This design comes from an exercise in tuning for small area on the open sky130 flow, not from production work.
The RTL was checked by simulation tests, not by an equivalence proof against the original design.
Power figures rest on the tool's default switching activity, not on a simulated workload.

==> design.v <==
`timescale 1ns/1ps
module control
  #(
    parameter N = 4
  )
  (
    output  o_valid,
    input   i_rst  ,
    input   clk
  );
  localparam NB_COUNTER = $clog2(N);
  reg  [NB_COUNTER-1:0] counter;
  reg                   inter_valid;
  always @(posedge clk) begin
    if (i_rst) begin
      counter     <= {NB_COUNTER{1'b0}};
      inter_valid <= 1'b0;
    end
    else begin
      counter     <= (counter == (N-1)) ? {NB_COUNTER{1'b0}} : counter + 1'b1;
      inter_valid <= (counter == (N-1));
    end
  end
  assign o_valid = inter_valid;
endmodule
`timescale 1ns/1ps
module prbs9
  #(
    parameter SEED = 9'h1AA
  )
  (
    output  o_data_I ,
    output  o_data_Q ,
    input   i_valid  ,
    input   i_en     ,
    input   i_rst    ,
    input   clk
  );
  reg [8:0] register;
  always @(posedge clk) begin
    if (i_rst)
      register <= SEED;
    else if (i_en && i_valid)
      register <= {register[7:0], register[8]^register[4]};
  end
  assign o_data_I = register[8];
  assign o_data_Q = register[5] ^ register[6];
endmodule
`timescale 1ns/1ps
module poly_fir_filter
  (
    output [7:0] o_data_I,
    output [7:0] o_data_Q,
    input        i_data_I,
    input        i_data_Q,
    input        i_en    ,
    input        i_valid ,
    input        i_rst   ,
    input        clk
  );
  reg [1:0] counter;
  reg [5:1] reg_I;
  reg [5:1] reg_Q;
  always @(posedge clk) begin
    if (i_rst)
      counter <= 2'b00;
    else if (i_en && (counter != 2'b00 || i_valid))
      counter <= counter + 1'b1;
  end
  always @(posedge clk) begin
    if (i_rst) begin
      reg_I <= 5'b0;
      reg_Q <= 5'b0;
    end
    else if (counter == 2'b11 && i_en) begin
      reg_I <= {reg_I[4:1], i_data_I};
      reg_Q <= {reg_Q[4:1], i_data_Q};
    end
  end
  fir_phase u_I (.o_data(o_data_I), .i_bits({reg_I, i_data_I}), .i_phase(counter));
  fir_phase u_Q (.o_data(o_data_Q), .i_bits({reg_Q, i_data_Q}), .i_phase(counter));
endmodule
module fir_phase(o_data, i_bits, i_phase);
  output [7:0] o_data;
  wire [7:0] o_data;
  input [5:0] i_bits;
  wire [5:0] i_bits;
  input [1:0] i_phase;
  wire [1:0] i_phase;
  wire _000_;
  wire _001_;
  wire _002_;
  wire _003_;
  wire _004_;
  wire _005_;
  wire _006_;
  wire _007_;
  wire _008_;
  wire _009_;
  wire _010_;
  wire _011_;
  wire _012_;
  wire _013_;
  wire _014_;
  wire _015_;
  wire _016_;
  wire _017_;
  wire _018_;
  wire _019_;
  wire _020_;
  wire _021_;
  wire _022_;
  wire _023_;
  wire _024_;
  wire _025_;
  wire _026_;
  wire _027_;
  wire _028_;
  wire _029_;
  wire _030_;
  wire _031_;
  wire _032_;
  wire _033_;
  wire _034_;
  wire _035_;
  wire _036_;
  wire _037_;
  wire _038_;
  wire _039_;
  wire _040_;
  wire _041_;
  wire _042_;
  wire _043_;
  wire _044_;
  wire _045_;
  wire _046_;
  wire _047_;
  wire _048_;
  wire _049_;
  wire _050_;
  wire _051_;
  wire _052_;
  wire _053_;
  wire _054_;
  wire _055_;
  wire _056_;
  wire _057_;
  wire _058_;
  wire _059_;
  wire _060_;
  wire _061_;
  wire _062_;
  wire _063_;
  wire _064_;
  wire _065_;
  wire _066_;
  wire _067_;
  wire _068_;
  wire _069_;
  wire _070_;
  wire _071_;
  wire _072_;
  wire _073_;
  wire _074_;
  wire _075_;
  wire _076_;
  wire _077_;
  wire _078_;
  wire _079_;
  wire _080_;
  wire _081_;
  wire _082_;
  wire _083_;
  wire _084_;
  wire _085_;
  wire _086_;
  wire _087_;
  wire _088_;
  wire _089_;
  wire _090_;
  wire _091_;
  wire _092_;
  wire _093_;
  assign _015_ = ~i_phase[0];
  assign _016_ = ~i_bits[2];
  assign _017_ = ~i_bits[3];
  assign _018_ = _017_ & _016_;
  assign _019_ = ~_018_;
  assign _020_ = _019_ & _015_;
  assign _021_ = ~_020_;
  assign _022_ = ~i_phase[1];
  assign _023_ = _022_ & _017_;
  assign _024_ = ~_023_;
  assign _025_ = _024_ & i_bits[2];
  assign _026_ = ~_025_;
  assign _027_ = _026_ & _021_;
  assign _028_ = i_phase[1] ? _016_ : _017_;
  assign _029_ = i_phase[0] & i_bits[2];
  assign _030_ = ~_029_;
  assign _031_ = _030_ & _028_;
  assign _032_ = ~_031_;
  assign _033_ = i_phase[0] ? i_bits[0] : _019_;
  assign _034_ = i_phase[1] ? i_bits[0] : i_bits[5];
  assign _035_ = _034_ & _033_;
  assign _036_ = ~_035_;
  assign _037_ = _036_ & _027_;
  assign _038_ = ~_037_;
  assign _039_ = _038_ & _032_;
  assign _040_ = i_bits[4] & i_bits[1];
  assign _041_ = ~_040_;
  assign _042_ = _041_ & _039_;
  assign _043_ = ~_042_;
  assign _044_ = _019_ & _022_;
  assign _045_ = ~_044_;
  assign _046_ = _045_ & _021_;
  assign _047_ = ~_046_;
  assign _048_ = i_bits[3] & i_bits[2];
  assign _049_ = ~_048_;
  assign _050_ = ~i_bits[1];
  assign _051_ = ~i_bits[4];
  assign _052_ = _051_ & _050_;
  assign _053_ = ~_052_;
  assign _054_ = _053_ & _049_;
  assign _055_ = _054_ & _047_;
  assign _056_ = _055_ & _043_;
  assign o_data[6] = _056_ ^ _027_;
  assign _057_ = _056_ & _041_;
  assign _058_ = ~_057_;
  assign _059_ = _048_ & _041_;
  assign _060_ = ~_059_;
  assign _061_ = _048_ & _022_;
  assign _062_ = ~_061_;
  assign _063_ = _062_ & i_phase[0];
  assign _064_ = ~_063_;
  assign _065_ = _064_ & _060_;
  assign _066_ = ~_065_;
  assign _067_ = _066_ & _025_;
  assign _068_ = ~_067_;
  assign _069_ = _053_ & _041_;
  assign _070_ = _069_ & _068_;
  assign _071_ = ~_070_;
  assign _072_ = _071_ & _039_;
  assign _073_ = ~_072_;
  assign o_data[5] = _073_ & _058_;
  assign _074_ = ~_039_;
  assign _075_ = _053_ & _046_;
  assign _076_ = ~_075_;
  assign _077_ = i_phase[1] & _016_;
  assign _078_ = _077_ & i_phase[0];
  assign _079_ = ~_078_;
  assign _080_ = _079_ & _076_;
  assign _081_ = _080_ & _074_;
  assign _082_ = ~_081_;
  assign _083_ = _082_ & _027_;
  assign _084_ = ~_083_;
  assign _085_ = _066_ & _019_;
  assign _086_ = ~_085_;
  assign _087_ = _022_ ? _050_ : _051_;
  assign _088_ = _087_ & _086_;
  assign _089_ = ~_088_;
  assign _090_ = _089_ & _084_;
  assign o_data[4] = ~_090_;
  assign _091_ = _086_ & _036_;
  assign _092_ = ~_091_;
  assign _093_ = _092_ & _084_;
  assign o_data[3] = ~_093_;
  assign _000_ = ~_033_;
  assign _001_ = ~_034_;
  assign _002_ = _001_ & _000_;
  assign _003_ = ~_002_;
  assign _004_ = _076_ & _036_;
  assign _005_ = _004_ & _003_;
  assign _006_ = ~_005_;
  assign o_data[2] = _006_ & _068_;
  assign _007_ = _041_ & _029_;
  assign _008_ = ~_007_;
  assign _009_ = _049_ & _020_;
  assign _010_ = ~_009_;
  assign _011_ = _010_ & _076_;
  assign _012_ = ~_011_;
  assign o_data[1] = _012_ & _008_;
  assign o_data[0] = ~_080_;
  assign _013_ = _056_ & _027_;
  assign _014_ = ~_013_;
  assign o_data[7] = _014_ & _032_;
endmodule
`timescale 1ns/1ps
module BER
  (
    output        o_ber_zero   ,  
    output [63:0] o_ber_samp   ,  
    output [63:0] o_ber_error_I,  
    output [63:0] o_ber_error_Q,  
    input         i_sign_I     ,  
    input         i_sign_Q     ,  
    input         i_en         ,
    input         i_valid      ,
    input   [1:0] i_phase_sel  ,
    input         i_rst        ,
    input         clk
  );
  localparam [8:0] SEED = 9'h1AA;
  localparam [1:0] RESET_MODE = 2'b00;
  localparam [1:0] SYNCH_MODE = 2'b01;
  localparam [1:0] COUNT_MODE = 2'b10;
  localparam [1:0] STOP_MODE  = 2'b11;
  function [8:0] adv;
    input [8:0] x;
    adv = {x[7:0], x[8] ^ x[4]};
  endfunction
  reg  [1:0] state;
  reg  [1:0] phase_cnt;
  reg  [3:0] ph_I, ph_Q;
  reg  [8:0] prbs_st;          
  reg  [8:0] dly_st;           
  reg  [8:0] min_st_I, min_st_Q;  
  reg  [8:0] min_err_I, min_err_Q;
  reg        shifted;          
  reg        first_blk;        
  reg        zero_I, zero_Q;   
  reg        ber_zero;
  wire [63:0] samp_cnt, err_I, err_Q;
  wire adv_e  = i_en & i_valid;
  wire s_rst  = (state == RESET_MODE);
  wire s_sync = (state == SYNCH_MODE);
  wire s_cnt  = (state == COUNT_MODE);
  wire clr    = i_rst | s_rst;
  wire blk    = &samp_cnt[8:1];             
  wire last   = (dly_st == adv(prbs_st));   
  wire blk_end = s_sync & adv_e & blk;
  wire slice_I = ph_I[i_phase_sel];
  wire slice_Q = ph_Q[i_phase_sel];
  wire [8:0] d_st  = state[1] ? min_st_I : dly_st;
  wire [8:0] dq_st = state[1] ? min_st_Q : dly_st;
  wire dly_I = shifted & (d_st[0]  ^ d_st[5]);
  wire dly_Q = shifted & (dq_st[6] ^ dq_st[7]);
  wire e_I = dly_I ^ slice_I;
  wire e_Q = dly_Q ^ slice_Q;
  wire [8:0] prbs_nx = i_rst ? SEED : (adv_e ? adv(prbs_st) : prbs_st);
  always @(posedge clk) begin
    if (i_rst) begin
      phase_cnt <= 2'b00;
      ph_I <= 4'b0;
      ph_Q <= 4'b0;
    end
    else if (i_en) begin
      phase_cnt <= phase_cnt + 1'b1;
      ph_I[phase_cnt] <= i_sign_I;
      ph_Q[phase_cnt] <= i_sign_Q;
    end
  end
  always @(posedge clk) begin
    if (i_rst)
      state <= RESET_MODE;
    else case (state)
      RESET_MODE: if (i_en) state <= SYNCH_MODE;
      SYNCH_MODE: if (adv_e & blk & last) state <= COUNT_MODE;
      COUNT_MODE: if (!i_en) state <= STOP_MODE;
      default:    if (i_en) state <= RESET_MODE;
    endcase
  end
  always @(posedge clk) begin
    prbs_st <= prbs_nx;
    if (clr)
      dly_st <= prbs_nx;
    else if (adv_e & ~blk)
      dly_st <= adv(dly_st);
    if (i_rst)
      shifted <= 1'b0;
    else if (adv_e)
      shifted <= 1'b1;
    if (clr)
      first_blk <= 1'b1;
    else if (blk_end)
      first_blk <= 1'b0;
  end
  function borrow;
    input [8:0] a, b;
    input       bin;
    integer k;
    begin
      borrow = bin;
      for (k = 0; k < 9; k = k + 1)
        borrow = (~a[k] & b[k]) | (~(a[k] ^ b[k]) & borrow);
    end
  endfunction
  wire ld_I = first_blk | ~borrow(min_err_I, err_I[8:0], ~last);
  wire ld_Q = first_blk | ~borrow(min_err_Q, err_Q[8:0], ~last);
  always @(posedge clk) begin
    if (blk_end & ld_I) min_err_I <= err_I[8:0];
    if (blk_end & ld_Q) min_err_Q <= err_Q[8:0];
    if (blk_end & ld_I)  min_st_I <= adv(dly_st);
    else if (adv_e)      min_st_I <= adv(min_st_I);
    if (blk_end & ld_Q)  min_st_Q <= adv(dly_st);
    else if (adv_e)      min_st_Q <= adv(min_st_Q);
  end
  wire run = adv_e & (s_sync | s_cnt);
  wire clr_cnt = clr | blk_end;
  sat_cnt64 u_samp  (.q(samp_cnt), .i_clr(clr_cnt), .i_inc(run),       .clk(clk));
  sat_cnt64 u_err_I (.q(err_I),    .i_clr(clr_cnt), .i_inc(run & e_I), .clk(clk));
  sat_cnt64 u_err_Q (.q(err_Q),    .i_clr(clr_cnt), .i_inc(run & e_Q), .clk(clk));
  always @(posedge clk) begin
    if (clr | blk_end)
      zero_I <= 1'b1;
    else if (run & e_I)
      zero_I <= 1'b0;
    if (clr | blk_end)
      zero_Q <= 1'b1;
    else if (run & e_Q)
      zero_Q <= 1'b0;
    if (i_rst)
      ber_zero <= 1'b0;
    else
      ber_zero <= i_en & zero_I & zero_Q;
  end
  assign o_ber_zero    = ber_zero;
  assign o_ber_samp    = samp_cnt;
  assign o_ber_error_I = err_I;
  assign o_ber_error_Q = err_Q;
endmodule
module sat_cnt64
  (
    output reg [63:0] q    ,
    input             i_clr,
    input             i_inc,
    input             clk
  );
  wire [7:0] ones;   
  wire [8:0] bc;     
  wire [63:0] t;     
  genvar b, i;
  generate
    for (b = 0; b < 8; b = b + 1) begin : g_blk
      assign ones[b] = &q[8*b+7:8*b];
      assign bc[b+1] = bc[b] & ones[b];
      assign t[8*b] = bc[b];
      for (i = 1; i < 8; i = i + 1) begin : g_bit
        assign t[8*b+i] = t[8*b+i-1] & q[8*b+i-1];
      end
    end
  endgenerate
  assign bc[0] = i_inc & ~&ones;
  always @(posedge clk)
    q <= i_clr ? 64'd0 : (q ^ t);
endmodule
`timescale 1ns/1ps
module dsp
  (
    output [15:0] o_filter_data,  
    output  [3:0] o_led        ,  
    output [63:0] o_ber_samp_I ,
    output [63:0] o_ber_samp_Q ,
    output [63:0] o_ber_error_I,
    output [63:0] o_ber_error_Q,
    input   [3:0] i_sw         ,  
    input         i_rstn       ,
    input         clk
  );
  wire        reset = ~i_rstn;
  wire        valid;
  wire        tx_I, tx_Q;
  wire  [7:0] fir_I, fir_Q;
  wire        ber_zero;
  wire [63:0] samp;
  assign o_filter_data = {fir_I, fir_Q};
  assign o_led         = {ber_zero, i_sw[1], i_sw[0], reset};
  assign o_ber_samp_I  = samp;
  assign o_ber_samp_Q  = samp;
  control #(.N(4)) u_control (.o_valid(valid), .i_rst(reset), .clk(clk));
  prbs9 #(.SEED(9'h1AA)) u_prbs9_tx
    (.o_data_I(tx_I), .o_data_Q(tx_Q), .i_valid(valid), .i_en(i_sw[0]), .i_rst(reset), .clk(clk));
  poly_fir_filter u_RC_Tx
    (.o_data_I(fir_I), .o_data_Q(fir_Q), .i_data_I(tx_I), .i_data_Q(tx_Q),
     .i_en(i_sw[0]), .i_valid(valid), .i_rst(reset), .clk(clk));
  BER u_BER
    (.o_ber_zero(ber_zero), .o_ber_samp(samp), .o_ber_error_I(o_ber_error_I), .o_ber_error_Q(o_ber_error_Q),
     .i_sign_I(fir_I[7]), .i_sign_Q(fir_Q[7]), .i_en(i_sw[1]), .i_valid(valid),
     .i_phase_sel(i_sw[3:2]), .i_rst(reset), .clk(clk));
endmodule
==> flow/run.sh <==
#!/bin/bash
# Standard ORFS layout with two changes: ports are buffered with the smallest
# buffer (buf_1) instead of the default choice, and clock tree synthesis uses
# small clock buffers without dummy loads.
set -e
export BUFFER_PORTS_ARGS="-buffer_cell sky130_fd_sc_hd__buf_1"
export CTS_ARGS="-sink_clustering_enable -repair_clock_nets -dont_use_dummy_load -buf_list sky130_fd_sc_hd__clkbuf_4"
bash standard.sh finish > standard_flow.log 2>&1
==> standard.sh <==
#!/bin/bash
# synth_recipe.tcl (not shown) runs the flow's synth.tcl, then flattens the netlist and writes it again
# the make line also repeats each setting of config.mk as NAME=value (left out here)
make -C /OpenROAD-flow-scripts/flow DESIGN_CONFIG=/design/flow/config.mk WORK_HOME=/design/flow/orfs CLKGATE_MAP_FILE= SYNTH_SCRIPT=/design/flow/synth_recipe.tcl "${@:-finish}"
==> config.mk <==
export PLATFORM = sky130hd
export DESIGN_NAME = dsp
export DESIGN_NICKNAME = dsp
export VERILOG_FILES = /design/flow/design.v
export SDC_FILE = /design/flow/constraint.sdc
export NUM_CORES = 4
export LEC_CHECK = 0
export CAP_MARGIN = 20
export CORE_MARGIN = 2
export CORE_UTILIZATION = 40
export SLEW_MARGIN = 20
==> constraint.sdc <==
create_clock -name core_clock -period 12.0 [get_ports {clk}]
set_input_delay 2.4000 -clock core_clock [delete_from_list [all_inputs] [get_ports {clk}]]
set_output_delay 2.4000 -clock core_clock [all_outputs]
set_load 0.01 [all_outputs]
==> impl_metrics.json, run 1 <==
{
  "cpLargestDelayFamily": "buffers and inverters",
  "synth_edf_count": 45,
  "worstPathRequired_ps": 9600,
  "crit_top_cell": "buf_1",
  "grt.busiest_layer": "met2",
  "gp_congestion": 0.8511,
  "use_met2_pct": 29.37,
  "gr-total-overflow": 0,
  "r2r-end": "u_BER.u_samp.q[6]$_SDFF_PP0_",
  "clkPwrFrac_pct": 35.7,
  "synth_common_cells": "dfxtp_1 (242), ha_1 (203), and2_1 (190)",
  "skew_ps": 84.57,
  "met1_usage_pct": 22.54,
  "p_int_mw": 1.330,
  "cts-htree-levels": 3,
  "p_per_area_nw_per_um2": 114.4,
  "cts.clk_slew.worst_paths_ps": 50,
  "cts_setup_buffers": 0,
  "synth_top_area_share_pct": 33.82,
  "sw_frac_of_total_pct": 26.45,
  "antenna_found_initial": 1,
  "setup_tns_ps": 0,
  "min_path_type": "reg2reg",
  "synth_xor_area_share_pct": 2.935,
  "grt_pass1_vias": 10360,
  "syn-cell-area_sq_um": 14320,
  "period_needed_ps": 6307,
  "die_y_um": 193.2,
  "synth_compound_area_share_pct": 8.018,
  "clock_path_buffers": 3,
  "synth-seq-cells": 287,
  "maxCapViolCount": 0,
  "synthSimpleGateAreaFrac_pct": 20.23,
  "end_kind": "output port",
  "use_met3_pct": 5.248,
  "final_nets": 1856,
  "syn_to_final_growth_pct": 10.37,
  "yosysMostFrequentCell": "dfxtp_1",
  "cp_cell_sequence": "buf_1, inv_2, buf_1",
  "ff2ff_setup_slack_ps": 8370,
  "min_from": "u_control.counter[0]$_SDFF_PP0_",
  "wire_per_inst_um": 16.24,
  "avgSynthCellArea_sq_um": 10.17,
  "synthAdderAreaFrac_pct": 17.73,
  "synth_top_family_by_area": "simple AND/OR/NAND/NOR gates",
  "clock_latency_ps": 700,
  "layout-drive-gt1-share_pct": 6.565,
  "cp_slowest_cell": "buf_1",
  "route.detailed.drc": 0,
  "p_leak_nw": 6.994,
  "postSynth.asyncResetShare_pct": 0,
  "cts_tree": "yes",
  "worstHoldEndpoint": "u_control.counter[0]$_SDFF_PP0_",
  "drtAntennaViolNets": 0,
  "coreArea_sq_um": 35400,
  "cts_root_buffer": "clkbuf_4",
  "hold_viol": 0,
  "hold_depth": 1,
  "grt_pass1_wl_um": 55030,
  "p_seq_share_pct": 56.8,
  "first_pass_iters": 5,
  "cts_made_buffers": 79,
  "fin_crit_sh_pct": 52.56,
  "slowest_delay_ps": 700,
  "cp.arrival_ps": 3910,
  "num_rows": 69,
  "synthMuxAreaShare_pct": 0.9433,
  "yosysUniqueCellTypes": 71,
  "peakVddDrop_mv": 0.05125,
  "pre_cts_slack_ps": 5713,
  "rr_startpoint": "u_BER.u_samp.q[4]$_SDFF_PP0_",
  "worstRegToRegCells": 13,
  "fmax_mhz": 158.6,
  "startpoint_type": "primary input",
  "combPwrFrac_pct": 7.5,
  "dp_hpwl_um": 24810,
  "yosysWarnings": 5,
  "slew_headroom_pct": 35.30,
  "yosys.area.top_type": "dfxtp_1",
  "ys_seq_area_share_pct": 43.25,
  "die_w_um": 193.2,
  "switchingPower_mw": 0.4784,
  "worstMarginPinSlew_ps": 970.5,
  "routed_wl_um": 34210,
  "yosys-top-cells-area": "dfxtp_1 (34%), ha_1 (18%), edfxtp_1 (9.4%)",
  "cts_resized": 0,
  "rsz0062_at_grt": "false",
  "drt_iter0_markers": 586,
  "synth_nets": 1618,
  "drt-vias-per-instance": 5.148,
  "crit_buf_inv": 3,
  "setup_violations": 0,
  "worst_slack_ps": 5693,
  "cts_num_sinks": 287,
  "crit_type": "in2out",
  "num_vias": 10850,
  "cp_max_fo": 37,
  "grt_max_degree": 135,
  "netlist_instances": 1409,
  "numPortBuffers": 281,
  "grt_usage_pct": 17.95,
  "outcome": "no timing/DRC/antenna violations",
  "drv_slew": 0,
  "hold_buffers": 0,
  "die-area_sq_um": 37340,
  "ys_dominant_reg_cell": "dfxtp_1",
  "ioPinCount": 282,
  "initial_core_util_pct": 40.47
}
[power by group through the flow]
stage | clock, mW | combinational [mW] | sequential (mW)
finish | 0.645 | 0.136 | 1.03
global route | 0.729 | 0.151 | 1.03
CTS | 0.681 | 0.137 | 1.03
detailed placement | 0 | 0.137 | 1.05
global placement | 0 | 0.136 | 1.05
floorplan | 0 | 0.119 | 1.02
[worst register-to-register path: cells and delay by family, from the launching register on]
kind                       cells  cell delay (ps)
AOI/OAI and AO/OA              1              420
adders and majority gates      7             1410
buffers and inverters          1               90
DFF                            1              410
and+or+nand+nor                4             1160
[area by class of cell]
type                            count  area (sq um)
Multi-Input combinational cell    947          7156
Sequential cell                   287          6196
Inverter                           45         182.7
Tap cell                          461         576.8
Antenna cell                        1         2.502
Timing Repair Buffer              287          1104
Clock buffer                       79         593.1
Fill cell                        3454         19590
[stage by stage]
stage / utilization (%) / total power, mW / instance area (sq um) / hold slack (ps) / std cells
global placement: 42.97 / 1.183 / 15210 / 412.6 / 2027
finish: 44.67 / 1.809 / 15810 / 435.5 / 2107
floorplan: - / 1.143 / 14330 / 404.3 / 1409
CTS: 44.65 / 1.845 / 15800 / 436.0 / 2106
global route: 44.67 / 1.909 / 15810 / 452.9 / 2107
detailed placement: 42.97 / 1.184 / 15210 / 428.5 / 2027
[how the worst max path moves through the flow]
stage                start  endpoint  depth (start not counted)
detailed placement  i_rstn  o_led[0]                          3
CTS                 i_rstn  o_led[0]                          3
global placement    i_rstn  o_led[0]                          3
floorplan           i_rstn  o_led[0]                          3
global route        i_rstn  o_led[0]                          3
finish              i_rstn  o_led[0]                          3
[cells in the final DEF (no fill, tap or decap), drive strengths merged, types with 8 or more instances in the layout]
cell	instances
a21oi	40
o2111ai	18
xor2	12
nor3	14
nand3	51
and2	190
a21o	11
a221oi	18
o22ai	8
nor4	13
nand2	71
ha	203
clkbuf	79
dfxtp	242
edfxtp	45
buf	287
inv	44
o21ai	25
mux2i	9
nand4	53
nor2	82
and3	21
xnor2	36
[state kept, by name, summed over array words and instances, names as in the netlist, 2 cells and up]
name                 flops
u_BER.u_err_I.q         64
u_BER.u_samp.q          64
u_BER.prbs_st            9
u_BER.ph_I               4
u_control.counter        2
u_BER.min_st_Q           9
u_BER.ph_Q               4
u_BER.min_err_Q          9
u_RC_Tx.reg_I            5
u_BER.state              2
u_prbs9_tx.register      9
u_BER.min_err_I          9
u_RC_Tx.counter          2
u_RC_Tx.reg_Q            5
u_BER.dly_st             9
u_BER.min_st_I           9
u_BER.u_err_Q.q         64
u_BER.phase_cnt          2
[kinds of logic after synthesis]
group,after synthesis
AO/OA/AOI/OAI,163
XOR/XNOR,48
adder cells (fa/ha/maj),203
buffers and inverters,175
flip-flops,287
multiplexers,11
AND/OR/NAND/NOR,522
[routing by layer]
layer | vias to the layer above | share of wire [%]
met5 | - | 0
met4 | 0 | 2.2
met3 | 60 | 6.6
met2 | 300 | 47
met1 | 5114 | 44
li1 | 5372 | -
==> run 2: changes to the inputs <==
==> run.sh (new file) <==
#!/bin/bash
# synth_recipe.tcl (not shown) runs the flow's synth.tcl, then flattens the netlist and writes it again
# the make line also repeats each setting of config.mk as NAME=value (left out here)
make -C /OpenROAD-flow-scripts/flow DESIGN_CONFIG=/design/flow/config.mk WORK_HOME=/design/flow/orfs CLKGATE_MAP_FILE= SYNTH_SCRIPT=/design/flow/synth_recipe.tcl finish
removed: flow/run.sh
removed: standard.sh
==> impl_metrics.json, run 2 <==
{
  "outcome": "no timing/DRC/antenna violations",
  "finalInstanceArea_sq_um": 18050,
  "seq_area_sq_um": 6196,
  "cts_tree": "yes",
  "final_nets": 1810,
  "cp_num_cells": 3,
  "synth_common_cells": "dfxtp_1 (242), ha_1 (203), and2_1 (190)",
  "synth-seq-cells": 287,
  "syn_to_final_growth_pct": 26.00,
  "postSynth.asyncResetShare_pct": 0,
  "crit_top_cell": "clkdlybuf4s50_1",
  "slew_headroom_pct": 39.29,
  "synth_top_area_share_pct": 33.82,
  "cp.arrival_ps": 4600,
  "numPortBuffers": 281,
  "gp_congestion": 0.8258,
  "synthAdderAreaFrac_pct": 17.73,
  "syn-cell-area_sq_um": 14320,
  "netlist_instances": 1409,
  "hold_depth": 1,
  "coreArea_sq_um": 35400,
  "route.detailed.drc": 0,
  "cts_made_buffers": 34,
  "num_rows": 69,
  "synth_edf_count": 45,
  "end_kind": "output port",
  "synth_top_family_by_area": "simple AND/OR/NAND/NOR gates",
  "cts.clk_slew.worst_paths_ps": 50,
  "grt_pass1_vias": 10450,
  "grt_usage_pct": 18.62,
  "synthMuxAreaShare_pct": 0.9433,
  "ioPinCount": 282,
  "layout-drive-gt1-share_pct": 4.920,
  "fin_crit_sh_pct": 58.36,
  "drt_iter0_markers": 585,
  "cts_resized": 0,
  "yosysUniqueCellTypes": 71,
  "p_per_area_nw_per_um2": 119.3,
  "setup_tns_ps": 0,
  "drtAntennaViolNets": 0,
  "wire_per_inst_um": 17.20,
  "stdcell_count": 2087,
  "reg_top3": "u_BER.u_err_I.q x64, u_BER.u_err_Q.q x64, u_BER.u_samp.q x64",
  "dp.cells": 2026,
  "die_w_um": 193.2,
  "num_vias": 10660,
  "cts-htree-levels": 2,
  "finalCoreUtilization_pct": 50.99,
  "final_common_cell": "clkdlybuf4s50_1",
  "setup_violations": 0,
  "dp_hpwl_um": 26000,
  "yosys.area.top_type": "dfxtp_1",
  "multi_input_area_sq_um": 7161,
  "cpLargestDelayFamily": "buffers and inverters",
  "slowest_delay_ps": 810,
  "skew_ps": 24.93,
  "synthSimpleGateAreaFrac_pct": 20.23,
  "first_pass_iters": 5,
  "place_area_sq_um": 16970,
  "holdWs_ps": 427.1,
  "p_leak_nw": 7.795,
  "maxCapViolCount": 0,
  "crit_buf_inv": 3,
  "synth_xor_area_share_pct": 2.935,
  "clock_path_buffers": 3,
  "min_path_type": "reg2reg",
  "diodes": 0,
  "grt_max_degree": 140,
  "clock_latency_ps": 520,
  "hold_buffers": 0,
  "cts_num_sinks": 287,
  "ys_dominant_reg_cell": "dfxtp_1",
  "initial_core_util_pct": 40.47,
  "final_cell_mix": "clkdlybuf4s50_1 (281), dfxtp_1 (242), ha_1 (203)",
  "yosys-top-cells-area": "dfxtp_1 (34%), ha_1 (18%), edfxtp_1 (9.4%)",
  "peakVddDrop_mv": 0.1232,
  "crit_type": "in2out",
  "fill_cells": 3283,
  "startpoint_type": "primary input",
  "drv_slew": 0,
  "ys_seq_area_share_pct": 43.25,
  "yosysWarnings": 5,
  "period_needed_ps": 7003,
  "die_y_um": 193.2,
  "die-area_sq_um": 37340,
  "finalPower_mw": 2.153,
  "cp_slowest_cell": "clkdlybuf4s50_1",
  "synth_compound_area_share_pct": 8.018,
  "hold_viol": 0,
  "routed_wl_um": 35890,
  "yosysMostFrequentCell": "dfxtp_1",
  "worstPathRequired_ps": 9600,
  "antenna_found_initial": 0,
  "cts_setup_buffers": 0,
  "worstRegToRegCells": 13,
  "grt_pass1_wl_um": 57080,
  "worstMarginPinSlew_ps": 910.7,
  "avgSynthCellArea_sq_um": 10.17,
  "cts_root_buffer": "clkbuf_16",
  "gr-total-overflow": 0,
  "rsz0062_at_grt": "false",
  "cp_cell_sequence": "clkdlybuf4s50_1, inv_2, clkdlybuf4s50_1",
  "synth_nets": 1618,
  "cp_max_fo": 37,
  "pre_cts_slack_ps": 4978,
  "drt-vias-per-instance": 5.109,
  "worst_slack_ps": 4997,
  "fmax_mhz": 142.8
}
run 2: cell counts after synthesis:
No cell type changed its count.
run 2: layout make-up:
class                      instances  area share, %
clock inverter                     7         0.2357
multi-input combinational        947          39.67
clock buffer                      54          5.747
sequential                       287          34.33
inverter                          45          1.012
timing repair buffer             286          15.81
tap                              461          3.196
run 2: kinds of logic (layout without fill, tap and decap cells):
kind of cell | count (synthesis) | in the layout
and+or+nand+nor | 522 | 522
DFF | 287 | 287
xor gates and xnor gates | 48 | 48
AOI/OAI and AO/OA | 163 | 163
buffers and inverters | 175 | 392
adders and majority gates | 203 | 203
muxes | 11 | 11
run 2: worst paths after layout:
check                                    from                         endpoint  slack [ps]
max                                    i_rstn                         o_led[0]        5000
min reg2reg   u_control.counter[0]$_SDFF_PP0_  u_control.counter[0]$_SDFF_PP0_         430
max reg2reg  u_control.inter_valid$_SDFF_PN0_    u_BER.u_samp.q[62]$_SDFF_PP0_        8340
min           u_control.counter[0]$_SDFF_PP0_  u_control.counter[0]$_SDFF_PP0_         430
run 2: power breakdown:
group | switching [mW] | internal, mW | total [mW] | leakage [nW]
clock | 0.396 | 0.593 | 0.989 | 0.533
combinational | 0.0975 | 0.0394 | 0.137 | 4.87
sequential | 0.0320 | 0.995 | 1.03 | 2.40
total | 0.525 | 1.63 | 2.15 | 7.80
run 2: layer usage:
metal	GRT usage, %	share of wire, %	up-vias
li1	-	-	5302
met1	24.16	45	5063
met2	31.14	48	252
met3	4.393	6.0	45
met4	4.835	1.9	0
met5	0	0	-
==> run 3: changes to the inputs <==
==> flow/run.sh (new file) <==
#!/bin/bash
# Standard ORFS layout (the standard.sh, unchanged synthesis, floorplan,
# power grid, placement and routing) with two settings changed:
#  - every port is buffered with the smallest buffer, buf_1, instead of the
#    default clkdlybuf4s50_1;
#  - clock tree synthesis uses clkbuf_8 leaf buffers on clusters of up to 15
#    flip-flops and inserts no dummy loads.
# All output goes to standard_flow.log (ORFS keeps per-step logs in orfs/logs).
set -e
export BUFFER_PORTS_ARGS="-buffer_cell sky130_fd_sc_hd__buf_1"
export CTS_ARGS="-sink_clustering_enable -repair_clock_nets -dont_use_dummy_load -buf_list sky130_fd_sc_hd__clkbuf_8 -sink_clustering_size 15 -sink_clustering_max_diameter 60"
bash standard.sh finish > standard_flow.log 2>&1
==> standard.sh (new file) <==
#!/bin/bash
# synth_recipe.tcl (not shown) runs the flow's synth.tcl, then flattens the netlist and writes it again
# the make line also repeats each setting of config.mk as NAME=value (left out here)
make -C /OpenROAD-flow-scripts/flow DESIGN_CONFIG=/design/flow/config.mk WORK_HOME=/design/flow/orfs CLKGATE_MAP_FILE= SYNTH_SCRIPT=/design/flow/synth_recipe.tcl "${@:-finish}"
removed: run.sh
==> impl_metrics.json, run 3 <==
{
  "initial_core_util_pct": 40.47,
  "pre_cts_slack_ps": 5713,
  "die_w_um": 193.2,
  "diodes": 0,
  "place_area_sq_um": 15210,
  "crit_buf_inv": 3,
  "synth_edf_count": 45,
  "final_common_cell": "buf_1",
  "cp_max_fo": 37,
  "cp_cell_sequence": "buf_1, inv_2, buf_1",
  "cpLargestDelayFamily": "buffers and inverters",
  "worstPathRequired_ps": 9600,
  "yosysUniqueCellTypes": 71,
  "synth_compound_area_share_pct": 8.018,
  "clkPwrFrac_pct": 30.3,
  "dp_hpwl_um": 24810,
  "numPortBuffers": 281,
  "route.detailed.drc": 0,
  "sw_frac_of_total_pct": 26.55,
  "synth_top_family_by_area": "simple AND/OR/NAND/NOR gates",
  "setup_tns_ps": 0,
  "num_rows": 69,
  "cts_tree": "yes",
  "peakVddDrop_mv": 0.06731,
  "postSynth.asyncResetShare_pct": 0,
  "p_per_area_nw_per_um2": 107.0,
  "drt-vias-per-instance": 5.145,
  "skew_ps": 52.49,
  "met1_usage_pct": 23.07,
  "p_seq_share_pct": 61.6,
  "slowest_delay_ps": 690,
  "wire_per_inst_um": 16.51,
  "die-area_sq_um": 37340,
  "grt_pass1_vias": 9902,
  "slew_headroom_pct": 35.97,
  "synth_common_cells": "dfxtp_1 (242), ha_1 (203), and2_1 (190)",
  "worst_slack_ps": 5704,
  "ioPinCount": 282,
  "drt_iter0_markers": 646,
  "grt.busiest_layer": "met2",
  "cts_resized": 0,
  "coreArea_sq_um": 35400,
  "netlist_instances": 1409,
  "gp_congestion": 0.8511,
  "combPwrFrac_pct": 8.1,
  "crit_type": "in2out",
  "hold_viol": 0,
  "die_y_um": 193.2,
  "clock_path_buffers": 3,
  "syn-cell-area_sq_um": 14320,
  "synthSimpleGateAreaFrac_pct": 20.23,
  "synth_nets": 1618,
  "setup_violations": 0,
  "hold_buffers": 0,
  "rsz0062_at_grt": "false",
  "cts_setup_buffers": 0,
  "period_needed_ps": 6296,
  "synth-seq-cells": 287,
  "first_pass_iters": 5,
  "final_cell_mix": "buf_1 (281), dfxtp_1 (242), ha_1 (203)",
  "worstMarginPinSlew_ps": 960.5,
  "use_met3_pct": 3.661,
  "grt_usage_pct": 17.47,
  "grt_pass1_wl_um": 54050,
  "routed_wl_um": 33900,
  "yosysMostFrequentCell": "dfxtp_1",
  "cts_made_buffers": 26,
  "cp.arrival_ps": 3900,
  "synth_top_area_share_pct": 33.82,
  "cp_slowest_cell": "buf_1",
  "crit_top_cell": "buf_1",
  "antenna_found_initial": 0,
  "yosysWarnings": 5,
  "fin_crit_sh_pct": 52.46,
  "holdWs_ps": 441.3,
  "ys_dominant_reg_cell": "dfxtp_1",
  "gr-total-overflow": 0,
  "startpoint_type": "primary input",
  "final_nets": 1803,
  "synth_xor_area_share_pct": 2.935,
  "cts_num_sinks": 287,
  "yosys-top-cells-area": "dfxtp_1 (34%), ha_1 (18%), edfxtp_1 (9.4%)",
  "cts_root_buffer": "clkbuf_8",
  "outcome": "no timing/DRC/antenna violations",
  "clock_latency_ps": 590,
  "avgSynthCellArea_sq_um": 10.17,
  "reg_top3": "u_BER.u_err_I.q x64, u_BER.u_err_Q.q x64, u_BER.u_samp.q x64",
  "p_leak_nw": 6.818,
  "use_met2_pct": 28.89,
  "maxCapViolCount": 0,
  "drtAntennaViolNets": 0,
  "min_path_type": "reg2reg",
  "switchingPower_mw": 0.4422,
  "num_vias": 10560,
  "fmax_mhz": 158.8,
  "finalInstanceArea_sq_um": 15570,
  "cts-htree-levels": 1,
  "ys_seq_area_share_pct": 43.25,
  "layout-drive-gt1-share_pct": 3.455,
  "end_kind": "output port",
  "synthMuxAreaShare_pct": 0.9433,
  "p_int_mw": 1.223,
  "cts.clk_slew.worst_paths_ps": 90,
  "synthAdderAreaFrac_pct": 17.73,
  "drv_slew": 0,
  "grt_max_degree": 135,
  "syn_to_final_growth_pct": 8.708,
  "yosys.area.top_type": "dfxtp_1"
}
run 3: final timing paths:
path | from | endpoint | slack [ps] | cells past startpoint
worst max-delay path | i_rstn | o_led[0] | 5700 | 3
worst min-delay path | u_control.counter[0]$_SDFF_PP0_ | u_control.counter[0]$_SDFF_PP0_ | 440 | 1
worst max register to register | u_control.inter_valid$_SDFF_PN0_ | u_BER.u_samp.q[62]$_SDFF_PP0_ | 8390 | 13
worst min register to register | u_control.counter[0]$_SDFF_PP0_ | u_control.counter[0]$_SDFF_PP0_ | 440 | 1
run 3: area by class of cell:
| cell class | instances | area [sq um] |
|---|---|---|
| fill | 3446 | 19820 |
| multi-input combinational | 947 | 7156 |
| clock buffer | 26 | 357.8 |
| timing repair buffer | 287 | 1104 |
| tap | 461 | 576.8 |
| sequential | 287 | 6196 |
| inverter | 45 | 182.7 |
run 3: per-stage QoR:
stage,power [mW],util [%],cells
3_3_place_gp,1.183,42.97,2027
5_1_grt,1.741,43.99,2053
3_5_place_dp,1.184,42.97,2027
6_report,1.666,43.99,2053
2_1_floorplan,1.143,-,1409
4_1_cts,1.691,43.98,2053
run 3: worst reg2reg max path: cells and delay by family (launching register included):
kind                     cells  cell delay [ps]
AND/OR/NAND/NOR              5             1560
adder cells (fa/ha/maj)      7             1060
buffers and inverters        1              460
flip-flops                   1              420
run 3: logic make-up after synthesis:
kind of cell,Yosys count
DFF,287
muxes,11
xor gates and xnor gates,48
and+or+nand+nor,522
buffers and inverters,175
AOI/OAI and AO/OA,163
adders and majority gates,203
run 3: per-layer routing:
metal	part of all wire [%]	wire length [um]
met2	47	15820
met3	6.4	2183
met1	45	15120
met5	0	0
met4	2.3	773
run 3: power by group through the flow:
stage	clock, mW	combinational [mW]	sequential (mW)
2_1_floorplan	0	0.119	1.02
3_3_place_gp	0	0.136	1.05
3_5_place_dp	0	0.137	1.05
4_1_cts	0.528	0.137	1.03
5_1_grt	0.562	0.151	1.03
6_report	0.504	0.136	1.03

[separate check: timing with driven ports]
The flow's constraints put no driver on any port. The routed layouts listed below were extracted and timed again, unchanged, in two steps. Step 1, drivers: a clkbuf_16 drives clk and a buf_2 each remaining input, both assumed. Step 2 times the ports against the registers' clock, not the clock port: input delays grow and output delays shrink by t, the midpoint of the rising clock arrivals with the driver on. a / b / c = no drivers / after step 1 / after step 2; a / b = the first two.
| run | t (ns) | slack for setup (ns) | hold slack, ns | worst setup path at the end | clock arrival spread, ns |
|---|---|---|---|---|---|
| run 1 | 0.703 | 5.693 / 5.656 / 5.656 | 0.435 / 0.435 / 0.435 | input to output | 0.085 / 0.085 |
| run 2 | 0.556 | 4.997 / 4.969 / 4.969 | 0.427 / 0.427 / 0.427 | input to output | 0.025 / 0.025 |
| run 3 | 0.609 | 5.704 / 5.668 / 5.668 | 0.441 / 0.441 / 0.441 | input to output | 0.057 / 0.057 |
After both steps setup and hold are still met in every run listed. The setup slack of run 1, which loses most, moves by -0.037 ns with the drivers and by -0.037 ns with both steps.
